What follows belongs to an exercise in optimizing a design on an open flow for small area and a short achievable clock period; a production flow would make more cautious choices. No run shown here included a check of the RTL's function; only the layout flow was run.

===== flow/run.sh =====
#!/bin/bash
# Own layout flow: the standard ORFS flow (standard.sh, unchanged synthesis), with
#  - timing repair aimed below the design's period (SETUP_SLACK_MARGIN; the SDC is unchanged),
#  - port buffers of a normal buffer cell rather than the smallest one.
# Each step's full log is kept by ORFS under orfs/logs/; make's own output goes to flow.log.
set -uo pipefail
bash standard.sh SETUP_SLACK_MARGIN=7.3 "BUFFER_PORTS_ARGS=-buffer_cell sky130_fd_sc_hd__buf_4" finish > flow.log 2>&1

===== standard.sh =====
#!/bin/bash
# synth_recipe.tcl (not shown) runs the flow's synth.tcl, then flattens the netlist and writes it again
# the make line also repeats each setting of config.mk as NAME=value (left out here)
make -C /OpenROAD-flow-scripts/flow DESIGN_CONFIG=/design/flow/config.mk WORK_HOME=/design/flow/orfs CLKGATE_MAP_FILE= SYNTH_SCRIPT=/design/flow/synth_recipe.tcl "${@:-finish}"

===== config.mk =====
export PLATFORM = sky130hd
export DESIGN_NAME = rrc_filter
export DESIGN_NICKNAME = rrc_filter
export VERILOG_FILES = /design/flow/design.v
export SDC_FILE = /design/flow/constraint.sdc
export NUM_CORES = 4
export LEC_CHECK = 0
export ABC_CLOCK_PERIOD_IN_PS = 800
export CAP_MARGIN = 20
export CORE_MARGIN = 2
export CORE_UTILIZATION = 70
export CTS_BUF_LIST = sky130_fd_sc_hd__clkbuf_16
export CTS_CLUSTER_DIAMETER = 80
export CTS_CLUSTER_SIZE = 30
export PLACE_DENSITY = 0.75
export SLEW_MARGIN = 20
export SYNTH_HIERARCHICAL = 1

===== constraint.sdc =====
create_clock -name core_clock -period 10.5 [get_ports {clk}]
set_input_delay 2.1000 -clock core_clock [delete_from_list [all_inputs] [get_ports {clk}]]
set_output_delay 2.1000 -clock core_clock [all_outputs]
set_load 0.01 [all_outputs]

===== design.v =====
module rrc_filter #(
	parameter WIDTH = 9
)(
	input logic clk,
	input logic rst,
	input logic signed [WIDTH-1:0] filter_in,
	output logic signed [WIDTH-1:0] filter_out
);
  logic [8:0] sr0, sr1, sr2, sr3, sr4, sr5, sr6, sr7, sr8, sr9, sr10, sr11, sr12, sr13, sr14, sr15, sr16, sr17, sr18, sr19, sr20, sr21, sr22, sr23, sr24, sr25, sr26, sr27;
  always_ff @(posedge clk or posedge rst) begin
    if (rst) begin
      sr0 <= 9'h000;
      sr1 <= 9'h000;
      sr2 <= 9'h000;
      sr3 <= 9'h000;
      sr4 <= 9'h000;
      sr5 <= 9'h000;
      sr6 <= 9'h000;
      sr7 <= 9'h000;
      sr8 <= 9'h000;
      sr9 <= 9'h000;
      sr10 <= 9'h000;
      sr11 <= 9'h000;
      sr12 <= 9'h000;
      sr13 <= 9'h000;
      sr14 <= 9'h000;
      sr15 <= 9'h000;
      sr16 <= 9'h000;
      sr17 <= 9'h000;
      sr18 <= 9'h000;
      sr19 <= 9'h000;
      sr20 <= 9'h000;
      sr21 <= 9'h000;
      sr22 <= 9'h000;
      sr23 <= 9'h000;
      sr24 <= 9'h000;
      sr25 <= 9'h000;
      sr26 <= 9'h000;
      sr27 <= 9'h000;
    end else begin
      sr0 <= filter_in;
      sr1 <= sr0;
      sr2 <= sr1;
      sr3 <= sr2;
      sr4 <= sr3;
      sr5 <= sr4;
      sr6 <= sr5;
      sr7 <= sr6;
      sr8 <= sr7;
      sr9 <= sr8;
      sr10 <= sr9;
      sr11 <= sr10;
      sr12 <= sr11;
      sr13 <= sr12;
      sr14 <= sr13;
      sr15 <= sr14;
      sr16 <= sr15;
      sr17 <= sr16;
      sr18 <= sr17;
      sr19 <= sr18;
      sr20 <= sr19;
      sr21 <= sr20;
      sr22 <= sr21;
      sr23 <= sr22;
      sr24 <= sr23;
      sr25 <= sr24;
      sr26 <= sr25;
      sr27 <= sr26;
    end
  end
  logic [12:0] t0;
  always_ff @(posedge clk or posedge rst) begin
    if (rst) t0 <= 13'd3955;
    else t0 <= 13'd3955 - {{4{filter_in[8]}}, filter_in};
  end
  logic [9:0] pv0;
  always_ff @(posedge clk or posedge rst) begin
    if (rst) pv0 <= 10'd0;
    else pv0 <= {sr11[8], sr11} + {sr13[8], sr13};
  end
  logic [28:0] cs3;
  logic [34:0] cs2;
  logic [35:0] cs1;
  wire s1, c2;
  rrc_fa u2 (.a(sr15[1]), .b(sr16[0]), .ci(sr16[2]), .s(s1), .co(c2));
  wire s3, c4;
  rrc_ha u4 (.a(sr17[0]), .b(sr18[2]), .s(s3), .co(c4));
  wire s5, c6;
  rrc_fa u6 (.a(sr15[2]), .b(sr16[1]), .ci(sr16[3]), .s(s5), .co(c6));
  wire s7, c8;
  rrc_fa u8 (.a(sr17[1]), .b(sr18[3]), .ci(sr20[3]), .s(s7), .co(c8));
  wire s9, c10;
  rrc_ha u10 (.a(sr18[1]), .b(sr21[3]), .s(s9), .co(c10));
  wire s11, c12;
  rrc_fa u12 (.a(sr15[3]), .b(sr16[2]), .ci(sr16[4]), .s(s11), .co(c12));
  wire s13, c14;
  rrc_fa u14 (.a(sr17[2]), .b(sr18[4]), .ci(sr20[4]), .s(s13), .co(c14));
  wire s15, c16;
  rrc_fa u16 (.a(sr15[0]), .b(sr18[2]), .ci(sr21[4]), .s(s15), .co(c16));
  wire s17, c18;
  rrc_ha u18 (.a(sr23[4]), .b(sr26[5]), .s(s17), .co(c18));
  wire s19, c20;
  rrc_fa u20 (.a(sr15[4]), .b(sr16[3]), .ci(sr16[5]), .s(s19), .co(c20));
  wire s21, c22;
  rrc_fa u22 (.a(sr17[3]), .b(sr18[5]), .ci(sr20[5]), .s(s21), .co(c22));
  wire s23, c24;
  rrc_fa u24 (.a(sr15[1]), .b(sr18[3]), .ci(sr21[5]), .s(s23), .co(c24));
  wire n25 = ~sr24[6];
  wire s26, c27;
  rrc_fa u27 (.a(sr23[5]), .b(sr26[6]), .ci(n25), .s(s26), .co(c27));
  wire s28, c29;
  rrc_fa u29 (.a(sr15[5]), .b(sr16[4]), .ci(sr16[6]), .s(s28), .co(c29));
  wire s30, c31;
  rrc_fa u31 (.a(sr17[4]), .b(sr18[6]), .ci(sr20[6]), .s(s30), .co(c31));
  wire s32, c33;
  rrc_fa u33 (.a(sr15[2]), .b(sr18[4]), .ci(sr21[6]), .s(s32), .co(c33));
  wire n34 = ~sr24[7];
  wire s35, c36;
  rrc_fa u36 (.a(sr23[6]), .b(sr26[7]), .ci(n34), .s(s35), .co(c36));
  wire s37, c38;
  rrc_fa u38 (.a(sr15[6]), .b(sr16[5]), .ci(sr16[7]), .s(s37), .co(c38));
  wire s39, c40;
  rrc_fa u40 (.a(sr17[5]), .b(sr18[7]), .ci(sr20[7]), .s(s39), .co(c40));
  wire s41, c42;
  rrc_fa u42 (.a(sr15[3]), .b(sr18[5]), .ci(sr21[7]), .s(s41), .co(c42));
  wire s43, c44;
  rrc_fa u44 (.a(sr23[7]), .b(sr24[8]), .ci(sr27[8]), .s(s43), .co(c44));
  wire s45, c46;
  rrc_fa u46 (.a(sr15[4]), .b(sr16[8]), .ci(sr18[6]), .s(s45), .co(c46));
  wire s47, c48;
  rrc_fa u48 (.a(sr15[7]), .b(sr16[6]), .ci(sr17[6]), .s(s47), .co(c48));
  wire s49, c50;
  rrc_ha u50 (.a(sr18[8]), .b(sr20[8]), .s(s49), .co(c50));
  wire s51, c52;
  rrc_fa u52 (.a(sr16[0]), .b(sr18[0]), .ci(sr20[0]), .s(s51), .co(c52));
  wire s53, c54;
  rrc_fa u54 (.a(sr15[0]), .b(sr16[1]), .ci(sr18[1]), .s(s53), .co(c54));
  wire s55, c56;
  rrc_fa u56 (.a(sr20[1]), .b(sr23[1]), .ci(sr26[2]), .s(s55), .co(c56));
  wire s57, c58;
  rrc_fa u58 (.a(sr20[2]), .b(sr23[2]), .ci(sr26[3]), .s(s57), .co(c58));
  wire s59, c60;
  rrc_fa u60 (.a(sr18[0]), .b(sr21[2]), .ci(sr24[3]), .s(s59), .co(c60));
  wire s61, c62;
  rrc_ha u62 (.a(s3), .b(s1), .s(s61), .co(c62));
  wire s63, c64;
  rrc_fa u64 (.a(sr23[3]), .b(sr26[4]), .ci(c4), .s(s63), .co(c64));
  wire s65, c66;
  rrc_fa u66 (.a(sr24[4]), .b(sr27[4]), .ci(s9), .s(s65), .co(c66));
  wire s67, c68;
  rrc_fa u68 (.a(c2), .b(s5), .ci(s7), .s(s67), .co(c68));
  wire s69, c70;
  rrc_fa u70 (.a(sr24[5]), .b(sr27[5]), .ci(c10), .s(s69), .co(c70));
  wire s71, c72;
  rrc_fa u72 (.a(s17), .b(c6), .ci(c8), .s(s71), .co(c72));
  wire n73 = ~s15;
  wire s74, c75;
  rrc_fa u75 (.a(s11), .b(s13), .ci(n73), .s(s74), .co(c75));
  wire s76, c77;
  rrc_fa u77 (.a(c18), .b(c12), .ci(c14), .s(s76), .co(c77));
  wire s78, c79;
  rrc_fa u79 (.a(sr27[6]), .b(c16), .ci(s23), .s(s78), .co(c79));
  wire s80, c81;
  rrc_fa u81 (.a(s19), .b(s21), .ci(s26), .s(s80), .co(c81));
  wire s82, c83;
  rrc_fa u83 (.a(c20), .b(c22), .ci(s28), .s(s82), .co(c83));
  wire s84, c85;
  rrc_fa u85 (.a(sr27[7]), .b(c24), .ci(s32), .s(s84), .co(c85));
  wire s86, c87;
  rrc_fa u87 (.a(s30), .b(c27), .ci(s35), .s(s86), .co(c87));
  wire s88, c89;
  rrc_fa u89 (.a(c29), .b(c31), .ci(s37), .s(s88), .co(c89));
  wire s90, c91;
  rrc_fa u91 (.a(sr26[8]), .b(c33), .ci(s41), .s(s90), .co(c91));
  wire s92, c93;
  rrc_fa u93 (.a(s39), .b(s43), .ci(c36), .s(s92), .co(c93));
  wire s94, c95;
  rrc_fa u95 (.a(sr21[8]), .b(c38), .ci(c40), .s(s94), .co(c95));
  wire s96, c97;
  rrc_fa u97 (.a(sr23[8]), .b(s49), .ci(c42), .s(s96), .co(c97));
  wire n98 = ~s45;
  wire s99, c100;
  rrc_fa u100 (.a(c44), .b(s47), .ci(n98), .s(s99), .co(c100));
  wire s101, c102;
  rrc_fa u102 (.a(sr15[5]), .b(sr15[8]), .ci(sr18[7]), .s(s101), .co(c102));
  wire s103, c104;
  rrc_fa u104 (.a(sr16[7]), .b(sr17[7]), .ci(c48), .s(s103), .co(c104));
  wire s105, c106;
  rrc_ha u106 (.a(c50), .b(c46), .s(s105), .co(c106));
  wire s107, c108;
  rrc_ha u108 (.a(sr15[6]), .b(sr16[8]), .s(s107), .co(c108));
  wire s109, c110;
  rrc_fa u110 (.a(sr21[0]), .b(sr24[1]), .ci(sr27[1]), .s(s109), .co(c110));
  wire s111, c112;
  rrc_fa u112 (.a(sr21[1]), .b(sr24[2]), .ci(sr27[2]), .s(s111), .co(c112));
  wire s113, c114;
  rrc_ha u114 (.a(c52), .b(s53), .s(s113), .co(c114));
  wire s115, c116;
  rrc_fa u116 (.a(c54), .b(c56), .ci(s57), .s(s115), .co(c116));
  wire n117 = ~s61;
  wire s118, c119;
  rrc_fa u119 (.a(sr27[3]), .b(s59), .ci(n117), .s(s118), .co(c119));
  wire s120, c121;
  rrc_fa u121 (.a(c58), .b(s63), .ci(c62), .s(s120), .co(c121));
  wire n122 = ~s67;
  wire s123, c124;
  rrc_fa u124 (.a(c60), .b(s65), .ci(n122), .s(s123), .co(c124));
  wire s125, c126;
  rrc_fa u126 (.a(c64), .b(s71), .ci(c68), .s(s125), .co(c126));
  wire n127 = ~s74;
  wire s128, c129;
  rrc_fa u129 (.a(s69), .b(c66), .ci(n127), .s(s128), .co(c129));
  wire s130, c131;
  rrc_fa u131 (.a(c72), .b(s76), .ci(c75), .s(s130), .co(c131));
  wire n132 = ~s80;
  wire s133, c134;
  rrc_fa u134 (.a(c70), .b(s78), .ci(n132), .s(s133), .co(c134));
  wire s135, c136;
  rrc_fa u136 (.a(c77), .b(s82), .ci(c81), .s(s135), .co(c136));
  wire n137 = ~s86;
  wire s138, c139;
  rrc_fa u139 (.a(c79), .b(s84), .ci(n137), .s(s138), .co(c139));
  wire s140, c141;
  rrc_fa u141 (.a(c83), .b(s88), .ci(s92), .s(s140), .co(c141));
  wire n142 = ~c87;
  wire s143, c144;
  rrc_fa u144 (.a(c85), .b(s90), .ci(n142), .s(s143), .co(c144));
  wire s145, c146;
  rrc_fa u146 (.a(s94), .b(c89), .ci(c93), .s(s145), .co(c146));
  wire n147 = ~s99;
  wire s148, c149;
  rrc_fa u149 (.a(s96), .b(c91), .ci(n147), .s(s148), .co(c149));
  wire s150, c151;
  rrc_fa u151 (.a(s101), .b(s105), .ci(c97), .s(s150), .co(c151));
  wire s152, c153;
  rrc_fa u153 (.a(c95), .b(s103), .ci(c100), .s(s152), .co(c153));
  wire s154, c155;
  rrc_fa u155 (.a(sr17[8]), .b(s107), .ci(c102), .s(s154), .co(c155));
  wire n156 = ~c106;
  wire s157, c158;
  rrc_fa u158 (.a(sr18[8]), .b(c104), .ci(n156), .s(s157), .co(c158));
  wire s159, c160;
  rrc_ha u160 (.a(sr23[0]), .b(sr26[1]), .s(s159), .co(c160));
  wire n161 = ~c110;
  wire s162, c163;
  rrc_fa u163 (.a(s55), .b(s113), .ci(n161), .s(s162), .co(c163));
  wire n164 = ~c112;
  wire s165, c166;
  rrc_fa u166 (.a(c114), .b(s115), .ci(n164), .s(s165), .co(c166));
  wire n167 = ~c119;
  wire s168, c169;
  rrc_fa u169 (.a(c116), .b(s120), .ci(n167), .s(s168), .co(c169));
  wire n170 = ~c124;
  wire s171, c172;
  rrc_fa u172 (.a(c121), .b(s125), .ci(n170), .s(s171), .co(c172));
  wire n173 = ~c129;
  wire s174, c175;
  rrc_fa u175 (.a(c126), .b(s130), .ci(n173), .s(s174), .co(c175));
  wire n176 = ~c134;
  wire s177, c178;
  rrc_fa u178 (.a(c131), .b(s135), .ci(n176), .s(s177), .co(c178));
  wire n179 = ~s143;
  wire s180, c181;
  rrc_fa u181 (.a(c136), .b(s140), .ci(n179), .s(s180), .co(c181));
  wire n182 = ~c144;
  wire s183, c184;
  rrc_fa u184 (.a(c141), .b(s145), .ci(n182), .s(s183), .co(c184));
  wire n185 = ~s150;
  wire s186, c187;
  rrc_fa u187 (.a(c146), .b(s152), .ci(n185), .s(s186), .co(c187));
  wire n188 = ~s154;
  wire s189, c190;
  rrc_fa u190 (.a(s157), .b(c153), .ci(n188), .s(s189), .co(c190));
  wire s191, c192;
  rrc_fa u192 (.a(sr15[7]), .b(c108), .ci(c155), .s(s191), .co(c192));
  wire s193, c194;
  rrc_ha u194 (.a(sr24[0]), .b(sr27[0]), .s(s193), .co(c194));
  wire n195 = ~s109;
  wire s196, c197;
  rrc_fa u197 (.a(s159), .b(s51), .ci(n195), .s(s196), .co(c197));
  wire n198 = ~s111;
  wire s199, c200;
  rrc_fa u200 (.a(c160), .b(s162), .ci(n198), .s(s199), .co(c200));
  wire n201 = ~s118;
  wire s202, c203;
  rrc_fa u203 (.a(c163), .b(s165), .ci(n201), .s(s202), .co(c203));
  wire n204 = ~s123;
  wire s205, c206;
  rrc_fa u206 (.a(c166), .b(s168), .ci(n204), .s(s205), .co(c206));
  wire n207 = ~s128;
  wire s208, c209;
  rrc_fa u209 (.a(c169), .b(s171), .ci(n207), .s(s208), .co(c209));
  wire n210 = ~s133;
  wire s211, c212;
  rrc_fa u212 (.a(c172), .b(s174), .ci(n210), .s(s211), .co(c212));
  wire n213 = ~s138;
  wire s214, c215;
  rrc_fa u215 (.a(c175), .b(s177), .ci(n213), .s(s214), .co(c215));
  wire n216 = ~c139;
  wire s217, c218;
  rrc_fa u218 (.a(c178), .b(s180), .ci(n216), .s(s217), .co(c218));
  wire n219 = ~s148;
  wire s220, c221;
  rrc_fa u221 (.a(s183), .b(c181), .ci(n219), .s(s220), .co(c221));
  wire n222 = ~c149;
  wire s223, c224;
  rrc_fa u224 (.a(s186), .b(c184), .ci(n222), .s(s223), .co(c224));
  wire n225 = ~c151;
  wire s226, c227;
  rrc_fa u227 (.a(s189), .b(c187), .ci(n225), .s(s226), .co(c227));
  wire n228 = ~s191;
  wire s229, c230;
  rrc_fa u230 (.a(c158), .b(c190), .ci(n228), .s(s229), .co(c230));
  wire n231 = ~c192;
  wire s232, c233;
  rrc_ha u233 (.a(sr15[8]), .b(n231), .s(s232), .co(c233));
  wire s234, c235;
  rrc_ha u235 (.a(cs3[8]), .b(cs3[9]), .s(s234), .co(c235));
  wire s236, c237;
  rrc_fa u237 (.a(cs3[10]), .b(cs3[11]), .ci(sr8[2]), .s(s236), .co(c237));
  wire s238, c239;
  rrc_fa u239 (.a(cs3[12]), .b(cs3[13]), .ci(sr8[3]), .s(s238), .co(c239));
  wire s240, c241;
  rrc_ha u241 (.a(sr11[5]), .b(sr13[0]), .s(s240), .co(c241));
  wire s242, c243;
  rrc_fa u243 (.a(cs3[14]), .b(cs3[15]), .ci(sr8[4]), .s(s242), .co(c243));
  wire s244, c245;
  rrc_fa u245 (.a(sr11[6]), .b(sr13[0]), .ci(sr13[1]), .s(s244), .co(c245));
  wire s246, c247;
  rrc_fa u247 (.a(sr11[3]), .b(sr15[3]), .ci(pv0[3]), .s(s246), .co(c247));
  wire s248, c249;
  rrc_fa u249 (.a(cs3[16]), .b(cs3[17]), .ci(sr8[5]), .s(s248), .co(c249));
  wire s250, c251;
  rrc_fa u251 (.a(sr11[7]), .b(sr13[1]), .ci(sr13[2]), .s(s250), .co(c251));
  wire s252, c253;
  rrc_fa u253 (.a(sr11[4]), .b(sr15[4]), .ci(pv0[4]), .s(s252), .co(c253));
  wire s254, c255;
  rrc_ha u255 (.a(sr13[6]), .b(sr15[7]), .s(s254), .co(c255));
  wire s256, c257;
  rrc_fa u257 (.a(cs3[18]), .b(cs3[19]), .ci(sr8[6]), .s(s256), .co(c257));
  wire s258, c259;
  rrc_fa u259 (.a(sr13[2]), .b(sr13[3]), .ci(sr13[7]), .s(s258), .co(c259));
  wire s260, c261;
  rrc_fa u261 (.a(sr11[5]), .b(sr11[8]), .ci(sr15[5]), .s(s260), .co(c261));
  wire n262 = ~sr15[8];
  wire s263, c264;
  rrc_fa u264 (.a(pv0[2]), .b(pv0[9]), .ci(n262), .s(s263), .co(c264));
  wire s265, c266;
  rrc_fa u266 (.a(cs3[20]), .b(cs3[21]), .ci(sr8[7]), .s(s265), .co(c266));
  wire s267, c268;
  rrc_fa u268 (.a(sr11[6]), .b(sr13[8]), .ci(sr15[6]), .s(s267), .co(c268));
  wire s269, c270;
  rrc_ha u270 (.a(sr13[3]), .b(sr13[4]), .s(s269), .co(c270));
  wire s271, c272;
  rrc_fa u272 (.a(cs3[22]), .b(cs3[23]), .ci(sr13[4]), .s(s271), .co(c272));
  wire s273, c274;
  rrc_ha u274 (.a(sr8[8]), .b(sr11[7]), .s(s273), .co(c274));
  wire s275, c276;
  rrc_ha u276 (.a(cs3[24]), .b(cs3[25]), .s(s275), .co(c276));
  wire s277, c278;
  rrc_ha u278 (.a(cs3[6]), .b(cs3[7]), .s(s277), .co(c278));
  wire s279, c280;
  rrc_fa u280 (.a(sr8[1]), .b(sr11[3]), .ci(sr13[2]), .s(s279), .co(c280));
  wire s281, c282;
  rrc_fa u282 (.a(sr11[0]), .b(sr15[0]), .ci(pv0[0]), .s(s281), .co(c282));
  wire s283, c284;
  rrc_fa u284 (.a(sr11[4]), .b(sr13[3]), .ci(sr15[4]), .s(s283), .co(c284));
  wire s285, c286;
  rrc_fa u286 (.a(sr11[1]), .b(sr15[1]), .ci(pv0[1]), .s(s285), .co(c286));
  wire s287, c288;
  rrc_ha u288 (.a(c235), .b(s236), .s(s287), .co(c288));
  wire s289, c290;
  rrc_fa u290 (.a(sr11[2]), .b(sr15[2]), .ci(pv0[2]), .s(s289), .co(c290));
  wire s291, c292;
  rrc_fa u292 (.a(sr13[4]), .b(sr15[5]), .ci(s240), .s(s291), .co(c292));
  wire n293 = ~pv0[6];
  wire s294, c295;
  rrc_fa u295 (.a(c237), .b(s238), .ci(n293), .s(s294), .co(c295));
  wire s296, c297;
  rrc_fa u297 (.a(sr13[5]), .b(sr15[6]), .ci(pv0[0]), .s(s296), .co(c297));
  wire s298, c299;
  rrc_fa u299 (.a(c241), .b(c239), .ci(s242), .s(s298), .co(c299));
  wire n300 = ~s244;
  wire s301, c302;
  rrc_fa u302 (.a(pv0[7]), .b(s246), .ci(n300), .s(s301), .co(c302));
  wire s303, c304;
  rrc_fa u304 (.a(pv0[1]), .b(s254), .ci(c243), .s(s303), .co(c304));
  wire s305, c306;
  rrc_fa u306 (.a(c245), .b(s248), .ci(s250), .s(s305), .co(c306));
  wire s307, c308;
  rrc_fa u308 (.a(pv0[8]), .b(c247), .ci(s252), .s(s307), .co(c308));
  wire s309, c310;
  rrc_fa u310 (.a(c255), .b(c249), .ci(c251), .s(s309), .co(c310));
  wire s311, c312;
  rrc_fa u312 (.a(pv0[5]), .b(c253), .ci(s260), .s(s311), .co(c312));
  wire s313, c314;
  rrc_fa u314 (.a(s256), .b(s258), .ci(s263), .s(s313), .co(c314));
  wire s315, c316;
  rrc_fa u316 (.a(pv0[3]), .b(s269), .ci(c257), .s(s315), .co(c316));
  wire s317, c318;
  rrc_fa u318 (.a(pv0[6]), .b(c261), .ci(s267), .s(s317), .co(c318));
  wire s319, c320;
  rrc_fa u320 (.a(c259), .b(s265), .ci(c264), .s(s319), .co(c320));
  wire s321, c322;
  rrc_fa u322 (.a(sr13[5]), .b(pv0[4]), .ci(c270), .s(s321), .co(c322));
  wire s323, c324;
  rrc_fa u324 (.a(sr15[7]), .b(pv0[7]), .ci(s273), .s(s323), .co(c324));
  wire n325 = ~c268;
  wire s326, c327;
  rrc_fa u327 (.a(c266), .b(s271), .ci(n325), .s(s326), .co(c327));
  wire s328, c329;
  rrc_fa u329 (.a(sr11[8]), .b(sr13[5]), .ci(sr13[6]), .s(s328), .co(c329));
  wire s330, c331;
  rrc_fa u331 (.a(sr15[8]), .b(pv0[5]), .ci(s275), .s(s330), .co(c331));
  wire n332 = ~c272;
  wire s333, c334;
  rrc_fa u334 (.a(pv0[8]), .b(c274), .ci(n332), .s(s333), .co(c334));
  wire s335, c336;
  rrc_fa u336 (.a(cs3[26]), .b(cs3[27]), .ci(sr13[6]), .s(s335), .co(c336));
  wire s337, c338;
  rrc_fa u338 (.a(sr13[7]), .b(pv0[6]), .ci(pv0[9]), .s(s337), .co(c338));
  wire s339, c340;
  rrc_ha u340 (.a(cs3[2]), .b(sr11[0]), .s(s339), .co(c340));
  wire s341, c342;
  rrc_fa u342 (.a(cs3[4]), .b(cs3[5]), .ci(sr11[1]), .s(s341), .co(c342));
  wire s343, c344;
  rrc_ha u344 (.a(sr13[0]), .b(sr15[1]), .s(s343), .co(c344));
  wire s345, c346;
  rrc_fa u346 (.a(sr8[0]), .b(sr11[2]), .ci(sr13[1]), .s(s345), .co(c346));
  wire n347 = ~pv0[3];
  wire s348, c349;
  rrc_fa u349 (.a(sr15[2]), .b(s277), .ci(n347), .s(s348), .co(c349));
  wire s350, c351;
  rrc_fa u351 (.a(sr15[3]), .b(c278), .ci(s234), .s(s350), .co(c351));
  wire n352 = ~s279;
  wire s353, c354;
  rrc_fa u354 (.a(pv0[4]), .b(s281), .ci(n352), .s(s353), .co(c354));
  wire s355, c356;
  rrc_fa u356 (.a(pv0[5]), .b(c282), .ci(s285), .s(s355), .co(c356));
  wire s357, c358;
  rrc_fa u358 (.a(c280), .b(s283), .ci(s287), .s(s357), .co(c358));
  wire s359, c360;
  rrc_fa u360 (.a(c284), .b(c288), .ci(s291), .s(s359), .co(c360));
  wire n361 = ~s294;
  wire s362, c363;
  rrc_fa u363 (.a(c286), .b(s289), .ci(n361), .s(s362), .co(c363));
  wire s364, c365;
  rrc_fa u365 (.a(s296), .b(c292), .ci(c295), .s(s364), .co(c365));
  wire n366 = ~s298;
  wire s367, c368;
  rrc_fa u368 (.a(c290), .b(s301), .ci(n366), .s(s367), .co(c368));
  wire s369, c370;
  rrc_fa u370 (.a(c297), .b(s303), .ci(c299), .s(s369), .co(c370));
  wire n371 = ~s305;
  wire s372, c373;
  rrc_fa u373 (.a(s307), .b(c302), .ci(n371), .s(s372), .co(c373));
  wire s374, c375;
  rrc_fa u375 (.a(c304), .b(s309), .ci(c306), .s(s374), .co(c375));
  wire n376 = ~s313;
  wire s377, c378;
  rrc_fa u378 (.a(c308), .b(s311), .ci(n376), .s(s377), .co(c378));
  wire s379, c380;
  rrc_fa u380 (.a(c310), .b(s315), .ci(s319), .s(s379), .co(c380));
  wire n381 = ~c314;
  wire s382, c383;
  rrc_fa u383 (.a(c312), .b(s317), .ci(n381), .s(s382), .co(c383));
  wire s384, c385;
  rrc_fa u385 (.a(s321), .b(c316), .ci(c320), .s(s384), .co(c385));
  wire n386 = ~s326;
  wire s387, c388;
  rrc_fa u388 (.a(s323), .b(c318), .ci(n386), .s(s387), .co(c388));
  wire s389, c390;
  rrc_fa u390 (.a(s328), .b(c322), .ci(s330), .s(s389), .co(c390));
  wire n391 = ~c327;
  wire s392, c393;
  rrc_fa u393 (.a(c324), .b(s333), .ci(n391), .s(s392), .co(c393));
  wire s394, c395;
  rrc_fa u395 (.a(c276), .b(c329), .ci(s335), .s(s394), .co(c395));
  wire n396 = ~c334;
  wire s397, c398;
  rrc_fa u398 (.a(s337), .b(c331), .ci(n396), .s(s397), .co(c398));
  wire s399, c400;
  rrc_fa u400 (.a(cs3[28]), .b(sr13[7]), .ci(pv0[7]), .s(s399), .co(c400));
  wire n401 = ~sr13[8];
  wire s402, c403;
  rrc_fa u403 (.a(c336), .b(c338), .ci(n401), .s(s402), .co(c403));
  wire s404, c405;
  rrc_ha u405 (.a(cs3[3]), .b(pv0[1]), .s(s404), .co(c405));
  wire s406, c407;
  rrc_fa u407 (.a(c340), .b(s343), .ci(s341), .s(s406), .co(c407));
  wire s408, c409;
  rrc_fa u409 (.a(c344), .b(c342), .ci(s345), .s(s408), .co(c409));
  wire s410, c411;
  rrc_fa u411 (.a(c346), .b(c349), .ci(s350), .s(s410), .co(c411));
  wire n412 = ~s355;
  wire s413, c414;
  rrc_fa u414 (.a(c351), .b(s357), .ci(n412), .s(s413), .co(c414));
  wire n415 = ~c356;
  wire s416, c417;
  rrc_fa u417 (.a(c358), .b(s359), .ci(n415), .s(s416), .co(c417));
  wire n418 = ~c363;
  wire s419, c420;
  rrc_fa u420 (.a(c360), .b(s364), .ci(n418), .s(s419), .co(c420));
  wire n421 = ~c368;
  wire s422, c423;
  rrc_fa u423 (.a(c365), .b(s369), .ci(n421), .s(s422), .co(c423));
  wire n424 = ~c373;
  wire s425, c426;
  rrc_fa u426 (.a(c370), .b(s374), .ci(n424), .s(s425), .co(c426));
  wire n427 = ~s382;
  wire s428, c429;
  rrc_fa u429 (.a(c375), .b(s379), .ci(n427), .s(s428), .co(c429));
  wire n430 = ~c383;
  wire s431, c432;
  rrc_fa u432 (.a(c380), .b(s384), .ci(n430), .s(s431), .co(c432));
  wire n433 = ~c388;
  wire s434, c435;
  rrc_fa u435 (.a(s389), .b(c385), .ci(n433), .s(s434), .co(c435));
  wire s436, c437;
  rrc_fa u437 (.a(s394), .b(c390), .ci(s397), .s(s436), .co(c437));
  wire s438, c439;
  rrc_fa u439 (.a(s399), .b(s402), .ci(c395), .s(s438), .co(c439));
  wire s440, c441;
  rrc_fa u441 (.a(pv0[8]), .b(c400), .ci(c403), .s(s440), .co(c441));
  wire s442, c443;
  rrc_ha u443 (.a(cs3[1]), .b(pv0[0]), .s(s442), .co(c443));
  wire n444 = ~s404;
  wire s445, c446;
  rrc_fa u446 (.a(sr15[0]), .b(s339), .ci(n444), .s(s445), .co(c446));
  wire n447 = ~s406;
  wire s448, c449;
  rrc_fa u449 (.a(pv0[2]), .b(c405), .ci(n447), .s(s448), .co(c449));
  wire s450, c451;
  rrc_fa u451 (.a(s348), .b(c407), .ci(s408), .s(s450), .co(c451));
  wire n452 = ~s353;
  wire s453, c454;
  rrc_fa u454 (.a(c409), .b(s410), .ci(n452), .s(s453), .co(c454));
  wire n455 = ~c354;
  wire s456, c457;
  rrc_fa u457 (.a(c411), .b(s413), .ci(n455), .s(s456), .co(c457));
  wire n458 = ~s362;
  wire s459, c460;
  rrc_fa u460 (.a(c414), .b(s416), .ci(n458), .s(s459), .co(c460));
  wire n461 = ~s367;
  wire s462, c463;
  rrc_fa u463 (.a(c417), .b(s419), .ci(n461), .s(s462), .co(c463));
  wire n464 = ~s372;
  wire s465, c466;
  rrc_fa u466 (.a(c420), .b(s422), .ci(n464), .s(s465), .co(c466));
  wire n467 = ~s377;
  wire s468, c469;
  rrc_fa u469 (.a(c423), .b(s425), .ci(n467), .s(s468), .co(c469));
  wire n470 = ~c378;
  wire s471, c472;
  rrc_fa u472 (.a(c426), .b(s428), .ci(n470), .s(s471), .co(c472));
  wire n473 = ~s387;
  wire s474, c475;
  rrc_fa u475 (.a(s431), .b(c429), .ci(n473), .s(s474), .co(c475));
  wire n476 = ~s392;
  wire s477, c478;
  rrc_fa u478 (.a(c432), .b(s434), .ci(n476), .s(s477), .co(c478));
  wire n479 = ~c393;
  wire s480, c481;
  rrc_fa u481 (.a(s436), .b(c435), .ci(n479), .s(s480), .co(c481));
  wire s482, c483;
  rrc_fa u483 (.a(s438), .b(c398), .ci(c437), .s(s482), .co(c483));
  wire n484 = ~sr13[8];
  wire s485, c486;
  rrc_fa u486 (.a(s440), .b(c439), .ci(n484), .s(s485), .co(c486));
  wire n487 = ~pv0[9];
  wire s488, c489;
  rrc_ha u489 (.a(c441), .b(n487), .s(s488), .co(c489));
  wire s490, c491;
  rrc_ha u491 (.a(cs2[5]), .b(sr0[2]), .s(s490), .co(c491));
  wire s492, c493;
  rrc_fa u493 (.a(cs2[6]), .b(sr0[3]), .ci(sr3[2]), .s(s492), .co(c493));
  wire s494, c495;
  rrc_fa u495 (.a(sr6[2]), .b(sr8[2]), .ci(sr10[0]), .s(s494), .co(c495));
  wire s496, c497;
  rrc_fa u497 (.a(cs2[8]), .b(cs2[9]), .ci(sr0[4]), .s(s496), .co(c497));
  wire s498, c499;
  rrc_fa u499 (.a(sr3[3]), .b(sr6[3]), .ci(sr8[3]), .s(s498), .co(c499));
  wire s500, c501;
  rrc_ha u501 (.a(sr10[1]), .b(sr10[3]), .s(s500), .co(c501));
  wire s502, c503;
  rrc_fa u503 (.a(cs2[10]), .b(cs2[11]), .ci(sr0[5]), .s(s502), .co(c503));
  wire s504, c505;
  rrc_fa u505 (.a(sr3[4]), .b(sr6[4]), .ci(sr8[4]), .s(s504), .co(c505));
  wire s506, c507;
  rrc_fa u507 (.a(sr2[5]), .b(sr5[4]), .ci(sr8[2]), .s(s506), .co(c507));
  wire s508, c509;
  rrc_ha u509 (.a(sr10[2]), .b(sr10[4]), .s(s508), .co(c509));
  wire s510, c511;
  rrc_fa u511 (.a(cs2[12]), .b(cs2[13]), .ci(sr0[6]), .s(s510), .co(c511));
  wire s512, c513;
  rrc_fa u513 (.a(sr3[5]), .b(sr6[5]), .ci(sr8[5]), .s(s512), .co(c513));
  wire s514, c515;
  rrc_fa u515 (.a(sr2[6]), .b(sr5[5]), .ci(sr8[3]), .s(s514), .co(c515));
  wire s516, c517;
  rrc_fa u517 (.a(sr10[3]), .b(sr10[5]), .ci(sr11[4]), .s(s516), .co(c517));
  wire s518, c519;
  rrc_fa u519 (.a(cs2[14]), .b(cs2[15]), .ci(sr0[7]), .s(s518), .co(c519));
  wire s520, c521;
  rrc_fa u521 (.a(sr3[6]), .b(sr6[6]), .ci(sr8[6]), .s(s520), .co(c521));
  wire s522, c523;
  rrc_fa u523 (.a(sr2[7]), .b(sr5[6]), .ci(sr8[4]), .s(s522), .co(c523));
  wire s524, c525;
  rrc_fa u525 (.a(sr10[4]), .b(sr10[6]), .ci(sr11[5]), .s(s524), .co(c525));
  wire s526, c527;
  rrc_fa u527 (.a(cs2[16]), .b(cs2[17]), .ci(sr2[8]), .s(s526), .co(c527));
  wire s528, c529;
  rrc_fa u529 (.a(sr3[7]), .b(sr6[7]), .ci(sr8[7]), .s(s528), .co(c529));
  wire s530, c531;
  rrc_fa u531 (.a(sr0[8]), .b(sr5[7]), .ci(sr8[5]), .s(s530), .co(c531));
  wire s532, c533;
  rrc_fa u533 (.a(sr10[5]), .b(sr10[7]), .ci(sr11[6]), .s(s532), .co(c533));
  wire s534, c535;
  rrc_fa u535 (.a(sr3[8]), .b(sr6[8]), .ci(sr8[6]), .s(s534), .co(c535));
  wire s536, c537;
  rrc_fa u537 (.a(cs2[18]), .b(cs2[19]), .ci(sr5[8]), .s(s536), .co(c537));
  wire s538, c539;
  rrc_fa u539 (.a(sr8[8]), .b(sr10[8]), .ci(sr11[4]), .s(s538), .co(c539));
  wire s540, c541;
  rrc_fa u541 (.a(cs2[2]), .b(sr0[1]), .ci(sr3[0]), .s(s540), .co(c541));
  wire s542, c543;
  rrc_ha u543 (.a(sr6[0]), .b(sr8[0]), .s(s542), .co(c543));
  wire s544, c545;
  rrc_fa u545 (.a(sr3[1]), .b(sr6[1]), .ci(sr8[1]), .s(s544), .co(c545));
  wire s546, c547;
  rrc_fa u547 (.a(cs2[4]), .b(sr2[2]), .ci(sr5[1]), .s(s546), .co(c547));
  wire s548, c549;
  rrc_ha u549 (.a(sr10[1]), .b(sr11[0]), .s(s548), .co(c549));
  wire s550, c551;
  rrc_fa u551 (.a(cs2[7]), .b(sr2[3]), .ci(sr5[2]), .s(s550), .co(c551));
  wire s552, c553;
  rrc_fa u553 (.a(sr10[2]), .b(sr11[1]), .ci(c491), .s(s552), .co(c553));
  wire n554 = ~sr8[0];
  wire s555, c556;
  rrc_fa u556 (.a(s492), .b(s494), .ci(n554), .s(s555), .co(c556));
  wire s557, c558;
  rrc_fa u558 (.a(sr2[4]), .b(sr5[3]), .ci(sr8[1]), .s(s557), .co(c558));
  wire s559, c560;
  rrc_fa u560 (.a(sr11[2]), .b(s500), .ci(c493), .s(s559), .co(c560));
  wire s561, c562;
  rrc_fa u562 (.a(c495), .b(s496), .ci(s498), .s(s561), .co(c562));
  wire s563, c564;
  rrc_fa u564 (.a(sr11[3]), .b(c501), .ci(s508), .s(s563), .co(c564));
  wire s565, c566;
  rrc_fa u566 (.a(c497), .b(c499), .ci(s502), .s(s565), .co(c566));
  wire n567 = ~s504;
  wire s568, c569;
  rrc_fa u569 (.a(sr11[0]), .b(s506), .ci(n567), .s(s568), .co(c569));
  wire s570, c571;
  rrc_fa u571 (.a(c509), .b(c503), .ci(c505), .s(s570), .co(c571));
  wire s572, c573;
  rrc_fa u573 (.a(s510), .b(s512), .ci(s516), .s(s572), .co(c573));
  wire s574, c575;
  rrc_fa u575 (.a(sr11[1]), .b(c507), .ci(s514), .s(s574), .co(c575));
  wire s576, c577;
  rrc_fa u577 (.a(c511), .b(c513), .ci(c517), .s(s576), .co(c577));
  wire s578, c579;
  rrc_fa u579 (.a(s518), .b(s520), .ci(s524), .s(s578), .co(c579));
  wire s580, c581;
  rrc_fa u581 (.a(sr11[2]), .b(c515), .ci(s522), .s(s580), .co(c581));
  wire s582, c583;
  rrc_fa u583 (.a(c519), .b(c521), .ci(c525), .s(s582), .co(c583));
  wire s584, c585;
  rrc_fa u585 (.a(s526), .b(s528), .ci(s532), .s(s584), .co(c585));
  wire s586, c587;
  rrc_fa u587 (.a(sr11[3]), .b(c523), .ci(s530), .s(s586), .co(c587));
  wire s588, c589;
  rrc_fa u589 (.a(sr10[6]), .b(sr11[7]), .ci(c527), .s(s588), .co(c589));
  wire s590, c591;
  rrc_fa u591 (.a(c529), .b(c533), .ci(s536), .s(s590), .co(c591));
  wire s592, c593;
  rrc_fa u593 (.a(c531), .b(s534), .ci(s538), .s(s592), .co(c593));
  wire s594, c595;
  rrc_fa u595 (.a(sr8[7]), .b(sr11[5]), .ci(sr11[8]), .s(s594), .co(c595));
  wire s596, c597;
  rrc_fa u597 (.a(cs2[20]), .b(cs2[21]), .ci(sr10[7]), .s(s596), .co(c597));
  wire n598 = ~c537;
  wire s599, c600;
  rrc_fa u600 (.a(c535), .b(c539), .ci(n598), .s(s599), .co(c600));
  wire s601, c602;
  rrc_fa u602 (.a(cs2[22]), .b(cs2[23]), .ci(sr8[8]), .s(s601), .co(c602));
  wire s603, c604;
  rrc_fa u604 (.a(cs2[3]), .b(sr2[1]), .ci(sr5[0]), .s(s603), .co(c604));
  wire s605, c606;
  rrc_fa u606 (.a(c543), .b(s490), .ci(s548), .s(s605), .co(c606));
  wire s607, c608;
  rrc_ha u608 (.a(c541), .b(s544), .s(s607), .co(c608));
  wire s609, c610;
  rrc_fa u610 (.a(c549), .b(c545), .ci(s552), .s(s609), .co(c610));
  wire n611 = ~s555;
  wire s612, c613;
  rrc_fa u613 (.a(c547), .b(s550), .ci(n611), .s(s612), .co(c613));
  wire s614, c615;
  rrc_fa u615 (.a(c553), .b(s559), .ci(c556), .s(s614), .co(c615));
  wire n616 = ~s561;
  wire s617, c618;
  rrc_fa u618 (.a(c551), .b(s557), .ci(n616), .s(s617), .co(c618));
  wire s619, c620;
  rrc_fa u620 (.a(s563), .b(c560), .ci(c562), .s(s619), .co(c620));
  wire n621 = ~s565;
  wire s622, c623;
  rrc_fa u623 (.a(c558), .b(s568), .ci(n621), .s(s622), .co(c623));
  wire s624, c625;
  rrc_fa u625 (.a(c564), .b(s570), .ci(c566), .s(s624), .co(c625));
  wire n626 = ~s572;
  wire s627, c628;
  rrc_fa u628 (.a(s574), .b(c569), .ci(n626), .s(s627), .co(c628));
  wire s629, c630;
  rrc_fa u630 (.a(c571), .b(s576), .ci(c573), .s(s629), .co(c630));
  wire n631 = ~s578;
  wire s632, c633;
  rrc_fa u633 (.a(c575), .b(s580), .ci(n631), .s(s632), .co(c633));
  wire s634, c635;
  rrc_fa u635 (.a(c577), .b(s582), .ci(c579), .s(s634), .co(c635));
  wire n636 = ~s584;
  wire s637, c638;
  rrc_fa u638 (.a(c581), .b(s586), .ci(n636), .s(s637), .co(c638));
  wire s639, c640;
  rrc_fa u640 (.a(c583), .b(s588), .ci(c585), .s(s639), .co(c640));
  wire n641 = ~s590;
  wire s642, c643;
  rrc_fa u643 (.a(c587), .b(s592), .ci(n641), .s(s642), .co(c643));
  wire s644, c645;
  rrc_fa u645 (.a(s596), .b(c589), .ci(c591), .s(s644), .co(c645));
  wire s646, c647;
  rrc_fa u647 (.a(s594), .b(c593), .ci(s599), .s(s646), .co(c647));
  wire s648, c649;
  rrc_fa u649 (.a(sr10[8]), .b(sr11[6]), .ci(c595), .s(s648), .co(c649));
  wire n650 = ~c600;
  wire s651, c652;
  rrc_fa u652 (.a(c597), .b(s601), .ci(n650), .s(s651), .co(c652));
  wire s653, c654;
  rrc_fa u654 (.a(cs2[24]), .b(cs2[25]), .ci(c602), .s(s653), .co(c654));
  wire s655, c656;
  rrc_ha u656 (.a(cs2[0]), .b(sr0[0]), .s(s655), .co(c656));
  wire s657, c658;
  rrc_fa u658 (.a(sr10[0]), .b(s542), .ci(s540), .s(s657), .co(c658));
  wire n659 = ~c604;
  wire s660, c661;
  rrc_fa u661 (.a(s605), .b(s607), .ci(n659), .s(s660), .co(c661));
  wire s662, c663;
  rrc_fa u663 (.a(c606), .b(c608), .ci(s609), .s(s662), .co(c663));
  wire n664 = ~c613;
  wire s665, c666;
  rrc_fa u666 (.a(c610), .b(s614), .ci(n664), .s(s665), .co(c666));
  wire n667 = ~c618;
  wire s668, c669;
  rrc_fa u669 (.a(c615), .b(s619), .ci(n667), .s(s668), .co(c669));
  wire n670 = ~c623;
  wire s671, c672;
  rrc_fa u672 (.a(c620), .b(s624), .ci(n670), .s(s671), .co(c672));
  wire n673 = ~c628;
  wire s674, c675;
  rrc_fa u675 (.a(c625), .b(s629), .ci(n673), .s(s674), .co(c675));
  wire n676 = ~c633;
  wire s677, c678;
  rrc_fa u678 (.a(c630), .b(s634), .ci(n676), .s(s677), .co(c678));
  wire n679 = ~c638;
  wire s680, c681;
  rrc_fa u681 (.a(c635), .b(s639), .ci(n679), .s(s680), .co(c681));
  wire n682 = ~s646;
  wire s683, c684;
  rrc_fa u684 (.a(c640), .b(s644), .ci(n682), .s(s683), .co(c684));
  wire n685 = ~s648;
  wire s686, c687;
  rrc_fa u687 (.a(c645), .b(s651), .ci(n685), .s(s686), .co(c687));
  wire n688 = ~sr11[7];
  wire s689, c690;
  rrc_fa u690 (.a(s653), .b(c652), .ci(n688), .s(s689), .co(c690));
  wire s691, c692;
  rrc_fa u692 (.a(cs2[26]), .b(cs2[27]), .ci(sr11[8]), .s(s691), .co(c692));
  wire s693, c694;
  rrc_ha u694 (.a(cs2[1]), .b(sr2[0]), .s(s693), .co(c694));
  wire n695 = ~s603;
  wire s696, c697;
  rrc_fa u697 (.a(c656), .b(s657), .ci(n695), .s(s696), .co(c697));
  wire n698 = ~s546;
  wire s699, c700;
  rrc_fa u700 (.a(c658), .b(s660), .ci(n698), .s(s699), .co(c700));
  wire n701 = ~s612;
  wire s702, c703;
  rrc_fa u703 (.a(c661), .b(s662), .ci(n701), .s(s702), .co(c703));
  wire n704 = ~s617;
  wire s705, c706;
  rrc_fa u706 (.a(c663), .b(s665), .ci(n704), .s(s705), .co(c706));
  wire n707 = ~s622;
  wire s708, c709;
  rrc_fa u709 (.a(c666), .b(s668), .ci(n707), .s(s708), .co(c709));
  wire n710 = ~s627;
  wire s711, c712;
  rrc_fa u712 (.a(c669), .b(s671), .ci(n710), .s(s711), .co(c712));
  wire n713 = ~s632;
  wire s714, c715;
  rrc_fa u715 (.a(c672), .b(s674), .ci(n713), .s(s714), .co(c715));
  wire n716 = ~s637;
  wire s717, c718;
  rrc_fa u718 (.a(c675), .b(s677), .ci(n716), .s(s717), .co(c718));
  wire n719 = ~s642;
  wire s720, c721;
  rrc_fa u721 (.a(c678), .b(s680), .ci(n719), .s(s720), .co(c721));
  wire n722 = ~c643;
  wire s723, c724;
  rrc_fa u724 (.a(c681), .b(s683), .ci(n722), .s(s723), .co(c724));
  wire n725 = ~c647;
  wire s726, c727;
  rrc_fa u727 (.a(s686), .b(c684), .ci(n725), .s(s726), .co(c727));
  wire n728 = ~c649;
  wire s729, c730;
  rrc_fa u730 (.a(s689), .b(c687), .ci(n728), .s(s729), .co(c730));
  wire s731, c732;
  rrc_fa u732 (.a(s691), .b(c654), .ci(c690), .s(s731), .co(c732));
  wire s733, c734;
  rrc_fa u734 (.a(cs2[28]), .b(cs2[29]), .ci(c692), .s(s733), .co(c734));
  wire s735, c736;
  rrc_ha u736 (.a(cs2[30]), .b(cs2[31]), .s(s735), .co(c736));
  wire s737, c738;
  rrc_ha u738 (.a(cs2[32]), .b(cs2[33]), .s(s737), .co(c738));
  wire n739 = ~cs1[1];
  wire n740 = ~cs1[3];
  wire s741, c742;
  rrc_ha u742 (.a(cs1[0]), .b(t0[0]), .s(s741), .co(c742));
  wire s743, c744;
  rrc_fa u744 (.a(cs1[2]), .b(t0[1]), .ci(n740), .s(s743), .co(c744));
  wire s745, c746;
  rrc_fa u746 (.a(cs1[4]), .b(cs1[5]), .ci(t0[2]), .s(s745), .co(c746));
  wire s747, c748;
  rrc_fa u748 (.a(cs1[6]), .b(cs1[7]), .ci(t0[3]), .s(s747), .co(c748));
  wire s749, c750;
  rrc_fa u750 (.a(cs1[8]), .b(cs1[9]), .ci(t0[4]), .s(s749), .co(c750));
  wire s751, c752;
  rrc_fa u752 (.a(cs1[10]), .b(cs1[11]), .ci(t0[5]), .s(s751), .co(c752));
  wire s753, c754;
  rrc_fa u754 (.a(cs1[12]), .b(cs1[13]), .ci(t0[6]), .s(s753), .co(c754));
  wire s755, c756;
  rrc_fa u756 (.a(cs1[14]), .b(cs1[15]), .ci(t0[7]), .s(s755), .co(c756));
  wire s757, c758;
  rrc_fa u758 (.a(cs1[16]), .b(cs1[17]), .ci(t0[8]), .s(s757), .co(c758));
  wire s759, c760;
  rrc_fa u760 (.a(cs1[18]), .b(cs1[19]), .ci(t0[9]), .s(s759), .co(c760));
  wire s761, c762;
  rrc_fa u762 (.a(cs1[20]), .b(cs1[21]), .ci(t0[10]), .s(s761), .co(c762));
  wire s763, c764;
  rrc_fa u764 (.a(cs1[22]), .b(cs1[23]), .ci(t0[11]), .s(s763), .co(c764));
  wire s765, c766;
  rrc_fa u766 (.a(cs1[24]), .b(cs1[25]), .ci(t0[12]), .s(s765), .co(c766));
  wire s767, c768;
  rrc_ha u768 (.a(cs1[26]), .b(cs1[27]), .s(s767), .co(c768));
  wire s769, c770;
  rrc_fa1 u770 (.a(cs1[28]), .b(cs1[29]), .s(s769), .co(c770));
  wire s771, c772;
  rrc_ha u772 (.a(cs1[30]), .b(cs1[31]), .s(s771), .co(c772));
  wire s773, c774;
  rrc_fa1 u774 (.a(cs1[32]), .b(cs1[33]), .s(s773), .co(c774));
  wire s775, c776;
  rrc_ha u776 (.a(cs1[34]), .b(cs1[35]), .s(s775), .co(c776));
  always_ff @(posedge clk or posedge rst) begin
    if (rst) cs3 <= 29'b01100111000111010000111000100;
    else cs3 <= {c233, c230, s232, c227, s229, c224, s226, c221, s223, c218, s220, c215, s217, c212, s214, c209, s211, c206, s208, c203, s205, c200, s202, c197, s199, c194, s196, s193, sr26[0]};
  end
  always_ff @(posedge clk or posedge rst) begin
    if (rst) cs2 <= 35'b01100100011100111001000010001110000;
    else cs2 <= {c489, c486, s488, c483, s485, c481, s482, c478, s480, c475, s477, c472, s474, c469, s471, c466, s468, c463, s465, c460, s462, c457, s459, c454, s456, c451, s453, c449, s450, c446, s448, c443, s445, s442, cs3[0]};
  end
  always_ff @(posedge clk or posedge rst) begin
    if (rst) cs1 <= 36'b100000110011010101110011000001000100;
    else cs1 <= {c738, cs2[34], c736, s737, c734, s735, c732, s733, c730, s731, c727, s729, c724, s726, c721, s723, c718, s720, c715, s717, c712, s714, c709, s711, c706, s708, c703, s705, c700, s702, c697, s699, c694, s696, s693, s655};
  end
  wire [18:0] fa_ = {1'b1, s775, s773, s771, s769, s767, s765, s763, s761, s759, s757, s755, s753, s751, s749, s747, s745, s743, n739};
  wire [18:0] fb_ = {c776, c774, c772, c770, c768, c766, c764, c762, c760, c758, c756, c754, c752, c750, c748, c746, c744, c742, s741};
  wire c8_;
  wire [8:0] y0_, y1_;
  rrc_carry8 u_c8 (.a(fa_[7:0]), .b(fb_[7:0]), .co(c8_));
  rrc_hsat u_h0 (.a(fa_[18:8]), .b(fb_[18:8]), .ci(1'b0), .y(y0_));
  rrc_hsat u_h1 (.a(fa_[18:8]), .b(fb_[18:8]), .ci(1'b1), .y(y1_));
  wire [8:0] y_ = c8_ ? y1_ : y0_;
  always_ff @(posedge clk or posedge rst) begin
    if (rst) filter_out <= 9'd0;
    else filter_out <= y_;
  end
endmodule
module rrc_fa (input logic a, input logic b, input logic ci, output logic s, output logic co);
  assign s = a ^ b ^ ci;
  assign co = (a & b) | (a & ci) | (b & ci);
endmodule
module rrc_carry8 (input logic [7:0] a, input logic [7:0] b, output logic co);
  wire [8:0] t = {1'b0, a} + {1'b0, b};
  assign co = t[8];
endmodule
module rrc_hsat (input logic [10:0] a, input logic [10:0] b, input logic ci, output logic [8:0] y);
  wire [11:0] t2 = {a, ci} + {b, ci};
  wire [10:0] t = t2[11:1];
  wire ovf = (t[10] != t[8]) || (t[9] != t[8]);
  assign y = ovf ? (t[10] ? 9'h100 : 9'h0ff) : t[8:0];
endmodule
module rrc_fa1 (input logic a, input logic b, output logic s, output logic co);
  assign s = ~(a ^ b);
  assign co = a | b;
endmodule
module rrc_ha (input logic a, input logic b, output logic s, output logic co);
  assign s = a ^ b;
  assign co = a & b;
endmodule

==> results of run 1 <==
-- Yosys stat by module (local to each module, per instance) --
module	area (um2)	flip-flops and latches	cells
rrc_carry8	141.4	0	16
rrc_fa	20.02	0	1
rrc_fa1	27.53	0	5
rrc_filter	10640	382	567
rrc_ha	12.51	0	1
rrc_hsat	914.6	0	138
-- cell families after synthesis --
family / after synthesis / synth area share (%)
buffers and inverters: 161 / 3.274
other: 2 / 0.03947
flip-flops: 382 / 50.56
adder cells (fa/ha/maj): 374 / 36.31
AO/OA/AOI/OAI: 148 / 5.260
multiplexers: 11 / 0.6378
XOR/XNOR: 36 / 1.657
AND/OR/NAND/NOR: 87 / 2.262
-- flip-flops by register name, indices dropped and copies added (netlist names), 10 cells and up --
| name | flops |
|---|---|
| pv0 | 10 |
| cs1 | 36 |
| cs3 | 28 |
| cs2 | 35 |
| t0 | 12 |
-- synthesized netlist by cell type (2+ instances only) --
library cell,number
a211o_1,2
a211oi_1,6
a21o_1,8
a21oi_1,52
a221oi_1,6
a31oi_1,2
and2_1,4
and3_1,4
and4b_1,2
buf_2,3
buf_6,2
clkbuf_1,8
conb_1,2
dfrtp_1,332
dfstp_2,50
fa_1,297
ha_1,77
inv_1,146
inv_2,2
mux2_2,9
mux2i_1,2
nand2_1,21
nand2b_1,3
nand3_1,9
nand4_1,3
nor2_1,25
nor2b_1,3
nor3_1,8
o211ai_1,15
o211ai_4,2
o21a_1,6
o21ai_0,29
o21ai_2,2
o21bai_1,3
o221a_4,2
o221ai_1,4
o31ai_1,2
or2_2,2
or4b_1,2
xnor2_1,25
xor2_1,11
-- final cells by class --
cell class	count	share of cell area [%]
clock inverter	13	0.5631
tap	341	2.043
sequential	382	46.17
timing repair buffer	67	2.714
inverter	148	2.690
multi-input combinational	664	43.54
clock buffer	19	2.277
-- per-layer routing --
metal	routed length [um]	vias up
met5	0	-
met1	14390	4937
met3	1295	46
li1	-	3968
met4	773	0
met2	17000	186
-- repair_timing --
| item | 4_1_cts | 5_1_grt |
|---|---|---|
| setup endpoints to repair | 241 | 227 |
| hold buffers | 0 | 0 |
| pin swaps | 18 | 30 |
| gates resized for setup | 40 | 52 |
| buffers inserted | 19 | 23 |
-- worst min-delay path by stage --
stage	to	slack (ps)	depth (start not counted)
2_1_floorplan	cs1[34]	330	0
3_3_place_gp	sr10[2]	330	0
3_5_place_dp	sr10[3]	330	0
4_1_cts	sr8[0]	350	0
5_1_grt	sr2[1]	360	0
6_report	sr13[6]	350	0
-- critical path: stages, from the launching register on --
cell and delay (ps):
dfstp_2 550, fa_2 480, fa_2 390, a211oi_2 310
o21ai_0 220, a21oi_2 230, mux2i_1 110, and4b_1 200
or4b_1 480, nor2_2 120, mux2_2 150
-- stage by stage --
| stage | utilization, % | std cells | hold WS, ps |
|---|---|---|---|
| CTS | 76.55 | 1610 | 354.3 |
| detailed placement | 73.14 | 1559 | 334.7 |
| global placement | 73.14 | 1559 | 331.5 |
| global route | 77.93 | 1634 | 364.2 |
| floorplan | - | 1207 | 331.2 |
| finish | 77.93 | 1634 | 345.1 |
-- placed cells by master (no fill, tap or decap), types with 23 or more instances in the layout --
cell and instances:
xnor2_1 23, a21oi_1 44, fa_1 290, buf_4 57, o21ai_0 24, dfstp_2 50, nor2_1 24, ha_1 66
dfrtp_1 315, inv_1 153
==> flow_metrics.env, run 1 <==
export IMPL_reg2reg_slack_ps=7180
export IMPL_grt_overflow=0
export IMPL_io_pins=20
export IMPL_insertion_delay_ps=540
export IMPL_htree_levels=1
export IMPL_fill_cells=1500
export IMPL_drtPass1Iterations=5
export IMPL_dp_slack_ps=6253
export IMPL_worstPathRequired_ps=10960
export IMPL_synthTopCellsByArea="dfrtp_1 44%, fa_1 31%, dfstp_2 6.9%, ha_1 5.1%, inv_1 2.9%"
export IMPL_vias=9137
export IMPL_path_max_fanout=4
export IMPL_ant_nets=0
export IMPL_ys_seq_elements=382
export IMPL_maxSlewViolCount=0
export IMPL_startpoint_type="register"
export IMPL_grt_max_degree=85
export IMPL_nNetsFinal=1666
export IMPL_cp_endpoint="filter_out[7]"
export IMPL_worstPathArrival_ps=3770
export IMPL_netlist_area_leader_share_pct=43.66
export IMPL_yosysWarnings=7
export IMPL_gp_congestion=0.8696
export IMPL_drv_cap=0
export IMPL_layout_worst_path_cycle_share_pct=31.61
export IMPL_antenna_found_initial=0
export IMPL_use_met3_pct=3.414
export IMPL_hp_class="register to register"
export IMPL_fp_dieW_um=168.9
export IMPL_hold_viol_final=0
export IMPL_synth_edf_count=0
export IMPL_r2r_start="cs1[17]"
export IMPL_worstMarginPinSlew_ps=718.6
export IMPL_viasPerCell=5.592
export IMPL_start_util_pct=71.00
export IMPL_die_area_um2=28520
export IMPL_die_h_um=168.9
export IMPL_critPathKind="register to register"
export IMPL_final_seq_area_um2=9643
export IMPL_core_um2=26800
export IMPL_fin_ws_ps=7181
export IMPL_grt_usage_pct=25.53
export IMPL_critPathLaunch="cs1[17]"
export IMPL_grtUsageMet1_pct=37.24
export IMPL_cts_root_buffer="clkbuf_16"
export IMPL_grt_use_met2_pct=42.28
export IMPL_final_design_area_no_fill_um2=20890
export IMPL_yosysTopAreaCell="dfrtp_1"
export IMPL_clk_pin_slew_worst_paths_ps=110
export IMPL_drive_gt1_share_pct=17.87
export IMPL_rows=60
export IMPL_finalWirelength_um=33460
export IMPL_min_period_ps=3319
export IMPL_finClkSkew_ps=30.15
export IMPL_hp_start="sr12[6]"
export IMPL_place_area_um2=19600
export IMPL_netlist_area_um2=19030
export IMPL_wire_per_inst_um=20.48
export IMPL_status="complete, no violations"
export IMPL_cts_tree="built"
export IMPL_cts_buffers=18
export IMPL_area_delta_synth_final_pct=9.751
export IMPL_synth_distinct_cells=49
export IMPL_cts_sinks=382
export IMPL_multi_input_area_um2=9094
export IMPL_drt_iter0_drc=549
export IMPL_grt_pass1_vias=10313
export IMPL_synth_ff_type="dfrtp_1"
export IMPL_max_freq_mhz=301.3
export IMPL_tns_ps=0
export IMPL_portBuffers=19
export IMPL_clockBufferDepth=3
export IMPL_drc_errors=0
export IMPL_avgSynthCellArea_um2=15.84
export IMPL_n_antenna_cell=0
export IMPL_rsz0062_at_grt="yes"
export IMPL_reg2reg_depth=10
export IMPL_setup_violations=0
export IMPL_max_slew_margin_pct=52.09
export IMPL_grt_pass1_wl_um=54530
export IMPL_hpwl_um=25120
export IMPL_end_kind="register"
export IMPL_grt_busiest_layer="met2"
export IMPL_async_flop_share_pct=100.0
export IMPL_ys_seq_area_share_pct=50.56
export IMPL_syn_inst=1201
export IMPL_r2r_end="filter_out[7]"
==> inputs of run 2 (changes only) <==
--- a/design.v
+++ b/design.v
@@ -873,8 +873,5 @@
   wire [18:0] fb_ = {c776, c774, c772, c770, c768, c766, c764, c762, c760, c758, c756, c754, c752, c750, c748, c746, c744, c742, s741};
-  wire c8_;
-  wire [8:0] y0_, y1_;
-  rrc_carry8 u_c8 (.a(fa_[7:0]), .b(fb_[7:0]), .co(c8_));
-  rrc_hsat u_h0 (.a(fa_[18:8]), .b(fb_[18:8]), .ci(1'b0), .y(y0_));
-  rrc_hsat u_h1 (.a(fa_[18:8]), .b(fb_[18:8]), .ci(1'b1), .y(y1_));
-  wire [8:0] y_ = c8_ ? y1_ : y0_;
+  wire [18:0] sum_ = fa_ + fb_;
+  wire ovf_ = (sum_[18] != sum_[16]) || (sum_[17] != sum_[16]);
+  wire [8:0] y_ = ovf_ ? (sum_[18] ? 9'h100 : 9'h0ff) : sum_[16:8];
   always_ff @(posedge clk or posedge rst) begin
==> flow_metrics.env, run 2 <==
export IMPL_status="complete, no violations"
export IMPL_layout_worst_path_cycle_share_pct=29.80
export IMPL_area_delta_synth_final_pct=7.367
export IMPL_drc_errors=0
export IMPL_r2r_start="t0[6]"
export IMPL_die_h_um=163.5
export IMPL_reg2reg_depth=10
export IMPL_wl_met2_um=14790
export IMPL_cp_slowest_cell="dfrtp_1"
export IMPL_ant_nets=0
export IMPL_crit_chain="buf_4"
export IMPL_dp_slack_ps=6397
export IMPL_worstPathRequired_ps=8400
export IMPL_path_max_fanout=1
export IMPL_antenna_found_initial=0
export IMPL_end_kind="primary output"
export IMPL_final_design_area_no_fill_um2=19130
export IMPL_ys_seq_area_share_pct=54.01
export IMPL_grt_usage_pct=25.16
export IMPL_yosys_area_share_simple_pct=1.482
export IMPL_synth_top_family_by_area="adder cells"
export IMPL_gp_congestion=0.8752
export IMPL_min_period_ps=3129
export IMPL_routed_top_layer="met4"
export IMPL_wl_met1_um=12940
export IMPL_viasPerCell=5.411
export IMPL_final_seq_area_um2=9639
export IMPL_syn_inst=1024
export IMPL_critPathBufInv=1
export IMPL_rows=58
export IMPL_final_common_cell="dfrtp_1"
export IMPL_final_util_pct=76.18
export IMPL_cts_buffers=17
export IMPL_ys_seq_elements=382
export IMPL_startpoint_type="register"
export IMPL_regMostFlops="cs1"
export IMPL_grt_max_degree=157
export IMPL_largestRegisters="cs1 x36, cs2 x35, cs3 x28"
export IMPL_cts_root_buffer="clkbuf_16"
export IMPL_critPathKind="register to primary output"
export IMPL_synth_most_common_cell="dfrtp_1"
export IMPL_synth_distinct_cells=44
export IMPL_critPathLaunch="filter_out[0]"
export IMPL_grt_overflow=0
export IMPL_max_stage_delay_ps=380
export IMPL_nNetsFinal=1451
export IMPL_async_flop_share_pct=100.0
export IMPL_cp_depth=1
export IMPL_synth_xor_area_share_pct=1.075
export IMPL_worstPathArrival_ps=1030
export IMPL_tns_ps=0
export IMPL_core_um2=25110
export IMPL_synthTopCellsByArea="dfrtp_1 47%, fa_1 33%, dfstp_2 7.4%, ha_1 4.7%, inv_1 2.8%"
export IMPL_die_area_um2=26740
export IMPL_drtPass1Iterations=4
export IMPL_reg2reg_slack_ps=7380
export IMPL_clockBufferDepth=3
export IMPL_start_util_pct=70.95
export IMPL_drive_gt1_share_pct=12.87
export IMPL_crit_family="flip-flops"
export IMPL_finalWirelength_um=29560
export IMPL_hp_start="sr25[6]"
export IMPL_wl_met3_um=1269
export IMPL_synth_mux_area_share_pct=0
export IMPL_yosysWarnings=7
export IMPL_synth_edf_count=0
export IMPL_max_slew_margin_pct=51.49
export IMPL_finClkSkew_ps=21.21
export IMPL_place_area_um2=18420
export IMPL_multi_input_area_um2=7752
export IMPL_portBuffers=19
export IMPL_vias=7673
export IMPL_netlist_area_um2=17820
export IMPL_max_freq_mhz=319.6
export IMPL_wire_per_inst_um=20.85
export IMPL_synthAdderAreaFrac_pct=37.85
export IMPL_cp_endpoint="filter_out[0]"
export IMPL_hold_viol_final=0
export IMPL_yosysTopAreaCell="dfrtp_1"
export IMPL_maxSlewViolCount=0
export IMPL_final_cell_mix="318 x dfrtp_1, 295 x fa_1, 138 x inv_1"
export IMPL_synth_ff_type="dfrtp_1"
export IMPL_rsz0062_at_grt="yes"
export IMPL_hpwl_um=22680
export IMPL_fin_ws_ps=7371
export IMPL_fp_dieW_um=163.5
export IMPL_synth_compound_area_share_pct=2.781
export IMPL_cts_tree="built"
export IMPL_grt_pass1_vias=8942
export IMPL_cts_sinks=382
export IMPL_fill_cells=1516
export IMPL_worstMarginPinSlew_ps=727.6
export IMPL_htree_levels=1
export IMPL_insertion_delay_ps=510
export IMPL_avgSynthCellArea_um2=17.40
export IMPL_drt_iter0_drc=618
export IMPL_io_pins=20
export IMPL_largest_reg_flops=36
export IMPL_grt_pass1_wl_um=49430
export IMPL_netlist_area_leader_share_pct=46.63
export IMPL_r2r_end="filter_out[4]"
export IMPL_whs_ps=346.1
export IMPL_setup_violations=0
export IMPL_drv_cap=0
export IMPL_hp_class="register to register"
export IMPL_clk_pin_slew_worst_paths_ps=110
export IMPL_synth_commonest_cells="332 x dfrtp_1, 295 x fa_1, 133 x inv_1"
export IMPL_n_antenna_cell=0
[run 2: changes by cell type in the layout (fill, tap and decap cells not counted), sizes merged, moves of 4 or more]
| cell | change |
|---|---|
| a21oi | -30 |
| a221oi | -5 |
| buf | -33 |
| conb | -8 |
| ha | -10 |
| inv | -19 |
| mux2 | -9 |
| nor2 | -12 |
| o211ai | -17 |
| o21a | -5 |
| o21ai | -12 |
| o221ai | -4 |
| xnor2 | -15 |
[run 2: layout make-up]
class | instances | area share (%)
Clock buffer | 17 | 2.224
Clock inverter | 12 | 0.3990
Inverter | 133 | 2.630
Multi-Input combinational cell | 509 | 40.53
Sequential cell | 382 | 50.39
Tap cell | 330 | 2.159
Timing Repair Buffer | 35 | 1.668
[run 2: kinds of logic after synthesis]
family,after synthesis
flops,382
fa+ha+maj,362
buf+inv,133
compound gates,70
simple gates,56
xor+xnor,21
[run 2: routing by layer]
layer	track usage, %	vias up
li1	-	3260
met1	39.70	4250
met5	0	-
met4	4.226	0
met3	4.622	34
met2	38.91	129
[run 2: per-module statistics from Yosys, one instance, submodules excluded]
module / times used / flip-flops and latches / cells inside / cell area [um2]
rrc_filter: 1 / 382 / 682 / 11400
rrc_fa: 294 / 0 / 1 / 20.02
rrc_fa1: 2 / 0 / 5 / 27.53
rrc_ha: 38 / 0 / 1 / 12.51
[run 2: worst min-delay path by stage]
| stage | to | slack [ps] | cells after the start |
|---|---|---|---|
| 2_1_floorplan | cs1[34] | 330 | 0 |
| 3_3_place_gp | sr10[1] | 330 | 0 |
| 3_5_place_dp | sr15[1] | 330 | 0 |
| 4_1_cts | sr26[6] | 350 | 0 |
| 5_1_grt | sr26[6] | 360 | 0 |
| 6_report | sr26[6] | 350 | 0 |
[run 2: per-stage QoR]
step           cells
2_1_floorplan   1024
3_3_place_gp    1377
3_5_place_dp    1377
4_1_cts         1406
5_1_grt         1418
6_report        1418
[run 2: timing repair]
item	4_1_cts	5_1_grt
hold buffers	0	0
gates resized for setup	10	22
gates cloned	0	1
setup endpoints to repair	247	111
buffers inserted	0	11
pin swaps	0	15

afterwards: timing with drivers on the ports:
The flow's constraints put no driver on any port. The routed layouts listed below were extracted and timed again, unchanged, in two steps.
Step 1 (the two cells are an assumption about what drives the block):
set clk [get_ports {clk}]
set_driving_cell -lib_cell sky130_fd_sc_hd__clkbuf_16 $clk
set_driving_cell -lib_cell sky130_fd_sc_hd__buf_2 [delete_from_list [all_inputs] $clk]
Step 2 times the ports against the registers' clock, not the clock port: input delays grow and output delays shrink by t, the midpoint of the rising clock arrivals with the driver on.
Three values: no drivers, after step 1, after step 2; two values: the first two.
run	shift t [ns]	slack for setup (ns)	worst setup path after step 2	pins driven straight from the clock port
run 1	0.575	7.181 / 7.181 / 7.035	input, reset recovery	1
run 2	0.552	7.371 / 7.323 / 7.102	input, reset recovery	1
After both steps every run listed still meets setup and hold. The setup slack of run 2, which loses most, moves by -0.048 ns with the drivers and by -0.269 ns with both steps. Setup slack includes reset recovery checks.
